Source: an optimization exercise on an open RTL-to-GDS flow (aim: small area). Production flows keep margins and buffers that such runs may drop. Function was checked by simulation only, so behaviour that the tests miss may differ from the original. Power figures rest on the tool's default switching activity, not on a simulated workload.

==> sierra: inputs <==
==> flow/design.v <==
module moving_average_accumulator #(
    parameter integer Exponent = 5,   
    parameter integer DataWidth = 16
) (
    input wire clk,
    input wire reset,
    input wire unsigned [DataWidth-1:0] d_in,
    output reg unsigned [DataWidth-1:0] d_out
);
  reg [15:0] sample_buffer[31];
  reg [15:0] old_n;
  reg [4:0] age;
  reg [8:0] lo;         
  reg carry_b;   
  reg [7:0] hi_delta;
  wire oldest_valid = &age;
  wire age_in = ~(age[4] ^ age[2]) | (age == 5'b01111);
  integer i;
  always_ff @(posedge clk) begin
    sample_buffer[0] <= d_in;
    for (i = 1; i < 31; i++) begin
      sample_buffer[i] <= sample_buffer[i-1];
    end
  end
  wire [8:0] ls = lo ^ d_in[8:0] ^ old_n[8:0];
  wire [8:0] lc = (lo & d_in[8:0]) | (lo & old_n[8:0]) | (d_in[8:0] & old_n[8:0]);
  wire lc_top = (lo[8] | d_in[8]) & (lo[8] | old_n[8]) & (d_in[8] | old_n[8]);
  wire [9:0] lr;
  wire [8:0] lsum;
  assign lr[0] = 1'b1;
  genvar g;
  generate
    for (g = 0; g < 9; g = g + 1) begin : g_lo
      wire a = ls[g];
      wire b = (g == 0) ? 1'b0 : lc[g-1];
      assign lsum[g] = a ^ b ^ lr[g];
      assign lr[g+1] = (a & b) | (a & lr[g]) | (b & lr[g]);
    end
  endgenerate
  wire [7:0] hx = {d_in[15], d_in[15:9]};
  wire [7:0] ho = {old_n[15], old_n[15:9]};
  wire [8:0] hr;
  wire [7:0] hsum;
  assign hr[0] = lc_top;
  generate
    for (g = 0; g < 8; g = g + 1) begin : g_hd
      assign hsum[g] = hx[g] ^ ho[g] ^ hr[g];
      assign hr[g+1] = (hx[g] | ho[g]) & (hx[g] | hr[g]) & (ho[g] | hr[g]);
    end
  endgenerate
  wire [11:0] hh = d_out[15:4];
  wire [11:0] hd = {{4{hi_delta[7]}}, hi_delta};
  wire [12:0] ur;
  wire [11:0] usum;
  assign ur[0] = carry_b;
  generate
    for (g = 0; g < 12; g = g + 1) begin : g_hi
      assign usum[g] = hh[g] ^ hd[g] ^ ur[g];
      assign ur[g+1] = (hh[g] | hd[g]) & (hh[g] | ur[g]) & (hd[g] | ur[g]);
    end
  endgenerate
  always_ff @(posedge clk or posedge reset) begin
    if (reset) begin
      d_out    <= '0;
      old_n    <= '1;
      lo       <= '0;
      carry_b  <= 1'b1;
      hi_delta <= '1;
      age      <= 5'b11110;
    end else begin
      lo       <= lsum;
      old_n    <= ~(sample_buffer[30] & {16{oldest_valid}});
      carry_b  <= lr[9];
      hi_delta <= hsum;
      d_out    <= {usum, lo[8:5]};
      age      <= {age[3:0], age_in};
    end
  end
endmodule
==> flow/flow/run.sh <==
#!/bin/bash
# Standard ORFS layout (the standard.sh), with two changes:
#  - ports are buffered with the smallest buffer, sky130_fd_sc_hd__buf_1;
#  - clock tree synthesis clusters up to 13 flip-flops within 40 um per sky130_fd_sc_hd__buf_4
#    (the buffer with the most drive per area) and inserts no dummy loads.
set -euo pipefail
export BUFFER_PORTS_ARGS="-buffer_cell sky130_fd_sc_hd__buf_1"
export CTS_ARGS="-sink_clustering_enable -repair_clock_nets -sink_clustering_size 13 -sink_clustering_max_diameter 40 -buf_list sky130_fd_sc_hd__buf_4 -dont_use_dummy_load"
bash standard.sh finish > standard.log 2>&1
==> flow/standard.sh <==
#!/bin/bash
# synth_recipe.tcl (not shown) runs the flow's synth.tcl, then flattens the netlist and writes it again
# the make line also repeats each setting of config.mk as NAME=value (left out here)
make -C /OpenROAD-flow-scripts/flow DESIGN_CONFIG=/design/flow/config.mk WORK_HOME=/design/flow/orfs CLKGATE_MAP_FILE= SYNTH_SCRIPT=/design/flow/synth_recipe.tcl "${@:-finish}"
==> flow/config.mk <==
export PLATFORM = sky130hd
export DESIGN_NAME = moving_average_accumulator
export DESIGN_NICKNAME = moving_average_accumulator
export VERILOG_FILES = /design/flow/design.v
export SDC_FILE = /design/flow/constraint.sdc
export NUM_CORES = 4
export LEC_CHECK = 0
export CAP_MARGIN = 20
export CORE_MARGIN = 2
export CORE_UTILIZATION = 40
export SLEW_MARGIN = 20
==> flow/constraint.sdc <==
create_clock -name core_clock -period 6.0 [get_ports {clk}]
set_input_delay 1.2000 -clock core_clock [delete_from_list [all_inputs] [get_ports {clk}]]
set_output_delay 1.2000 -clock core_clock [all_outputs]
set_load 0.01 [all_outputs]
==> amber: changes against sierra <==
==> flow/design.v, changed modules only <==
module moving_average_accumulator #(
    parameter integer Exponent = 5,   
    parameter integer DataWidth = 16
) (
    input wire clk,
    input wire reset,
    input wire unsigned [DataWidth-1:0] d_in,
    output reg unsigned [DataWidth-1:0] d_out
);
  reg [15:0] sample_buffer[31];
  reg [15:0] old_n;
  reg [4:0] age;
  reg oldest_valid;
  reg [8:0] lo;         
  reg carry_b;   
  reg [7:0] hi_delta;
  wire age_in = ~(age[4] ^ age[2]);
  integer i;
  always_ff @(posedge clk) begin
    sample_buffer[0] <= d_in;
    for (i = 1; i < 31; i++) begin
      sample_buffer[i] <= sample_buffer[i-1];
    end
  end
  wire [8:0] ls = lo ^ d_in[8:0] ^ old_n[8:0];
  wire [8:0] lc = (lo & d_in[8:0]) | (lo & old_n[8:0]) | (d_in[8:0] & old_n[8:0]);
  wire lc_top = (lo[8] | d_in[8]) & (lo[8] | old_n[8]) & (d_in[8] | old_n[8]);
  wire [9:0] lr;
  wire [8:0] lsum;
  assign lr[0] = 1'b1;
  genvar g;
  generate
    for (g = 0; g < 9; g = g + 1) begin : g_lo
      wire a = ls[g];
      wire b = (g == 0) ? 1'b0 : lc[g-1];
      assign lsum[g] = a ^ b ^ lr[g];
      assign lr[g+1] = (a & b) | (a & lr[g]) | (b & lr[g]);
    end
  endgenerate
  wire [7:0] hx = {d_in[15], d_in[15:9]};
  wire [7:0] ho = {old_n[15], old_n[15:9]};
  wire [8:0] hr;
  wire [7:0] hsum;
  assign hr[0] = lc_top;
  generate
    for (g = 0; g < 8; g = g + 1) begin : g_hd
      assign hsum[g] = hx[g] ^ ho[g] ^ hr[g];
      assign hr[g+1] = (hx[g] | ho[g]) & (hx[g] | hr[g]) & (ho[g] | hr[g]);
    end
  endgenerate
  wire [11:0] hh = d_out[15:4];
  wire [11:0] hd = {{4{hi_delta[7]}}, hi_delta};
  wire [12:0] ur;
  wire [11:0] usum;
  assign ur[0] = carry_b;
  generate
    for (g = 0; g < 12; g = g + 1) begin : g_hi
      assign usum[g] = hh[g] ^ hd[g] ^ ur[g];
      assign ur[g+1] = (hh[g] | hd[g]) & (hh[g] | ur[g]) & (hd[g] | ur[g]);
    end
  endgenerate
  always_ff @(posedge clk or posedge reset) begin
    if (reset) begin
      d_out    <= '0;
      old_n    <= '1;
      lo       <= '0;
      carry_b  <= 1'b0;
      hi_delta <= '0;
      age      <= 5'b00000;
      oldest_valid <= 1'b0;
    end else begin
      lo       <= lsum;
      old_n    <= ~(sample_buffer[30] & {16{oldest_valid}});
      carry_b  <= lr[9];
      hi_delta <= hsum;
      d_out    <= {usum, lo[8:5]};
      age      <= {age[3:0], age_in};
      if (age == 5'b10000) oldest_valid <= 1'b1;
    end
  end
endmodule
==> flow/flow/run.sh (replaced) <==
#!/bin/bash
# Standard ORFS layout (the standard.sh), with two changes:
#  - ports are buffered with the smallest buffer, sky130_fd_sc_hd__buf_1;
#  - clock tree synthesis clusters up to 14 flip-flops within 40 um per sky130_fd_sc_hd__buf_4
#    (the buffer with the most drive per area) and inserts no dummy loads.
set -euo pipefail
export BUFFER_PORTS_ARGS="-buffer_cell sky130_fd_sc_hd__buf_1"
export CTS_ARGS="-sink_clustering_enable -repair_clock_nets -sink_clustering_size 14 -sink_clustering_max_diameter 40 -buf_list sky130_fd_sc_hd__buf_4 -dont_use_dummy_load"
bash standard.sh finish > standard.log 2>&1
Settings changed: CORE_UTILIZATION 40 to 55, PLACE_DENSITY from default to 0.7.
==> qor summary <==
| metric | sierra | amber |
|---|---|---|
| Global-route usage over all layers | 9.35% | 11.8% |
| Global-route wire length before repair | 23.3 mm | 22.1 mm |
| Synthesis-to-layout area growth | 7.81% | 6.69% |
| WP data required | 6.49 ns | 6.48 ns |
| Design Power | 5.91 mW | 5.82 mW |
| Run status | complete, no violations | complete, no violations |
| Hold Path End | sample_buffer[19][6] | sample_buffer[23][15] |
| Final Skew | 0.0319 ns | 0.0605 ns |
| CLK BUF | 49 | 47 |
| Area of the mapped netlist | 0.0122 mm^2 | 0.0122 mm^2 |
| Basic-gate share of the synthesized area counting and, or, nand and nor cells | 0.849% | 0.554% |
| Start point of the worst hold path | sample_buffer[18][6] | sample_buffer[22][15] |
| Wire length on met3 | 825 um | 646 um |
| Met1 GRT Util | 13.1% | 16.9% |
| Power drawn by the clock network | 1.40 mW | 1.34 mW |
| Share of the final layout cell area in sequential cells | 86.0% | 87.3% |

re-timing with driven ports:
In the flow no input, the clock included, has a driving cell. The finished layouts below were timed again as built, in two steps. Step 1 assumes that a clkbuf_16 drives the clock port and a buf_2 every other input. Step 2 adds t to the input delays and takes it off the output delays; t is the mean of the earliest and latest rising clock arrival at the registers after step 1. Input paths then give back, and output paths get back, about the clock's delay inside the block. Three values: ideal ports, drivers, drivers and shift; two values: the first two.
run | shift t [ns] | slack for setup (ns) | worst register clock-pin slew, ns
sierra | 0.599 | 0.852 / 0.852 / 0.288 | 0.12 / 0.12
amber | 0.570 | 0.843 / 0.843 / 0.332 | 0.12 / 0.12
After both steps every run listed still meets setup and hold. For sierra, which loses most, drivers alone change the setup slack by 0.000 ns; drivers and shift together by -0.564 ns.
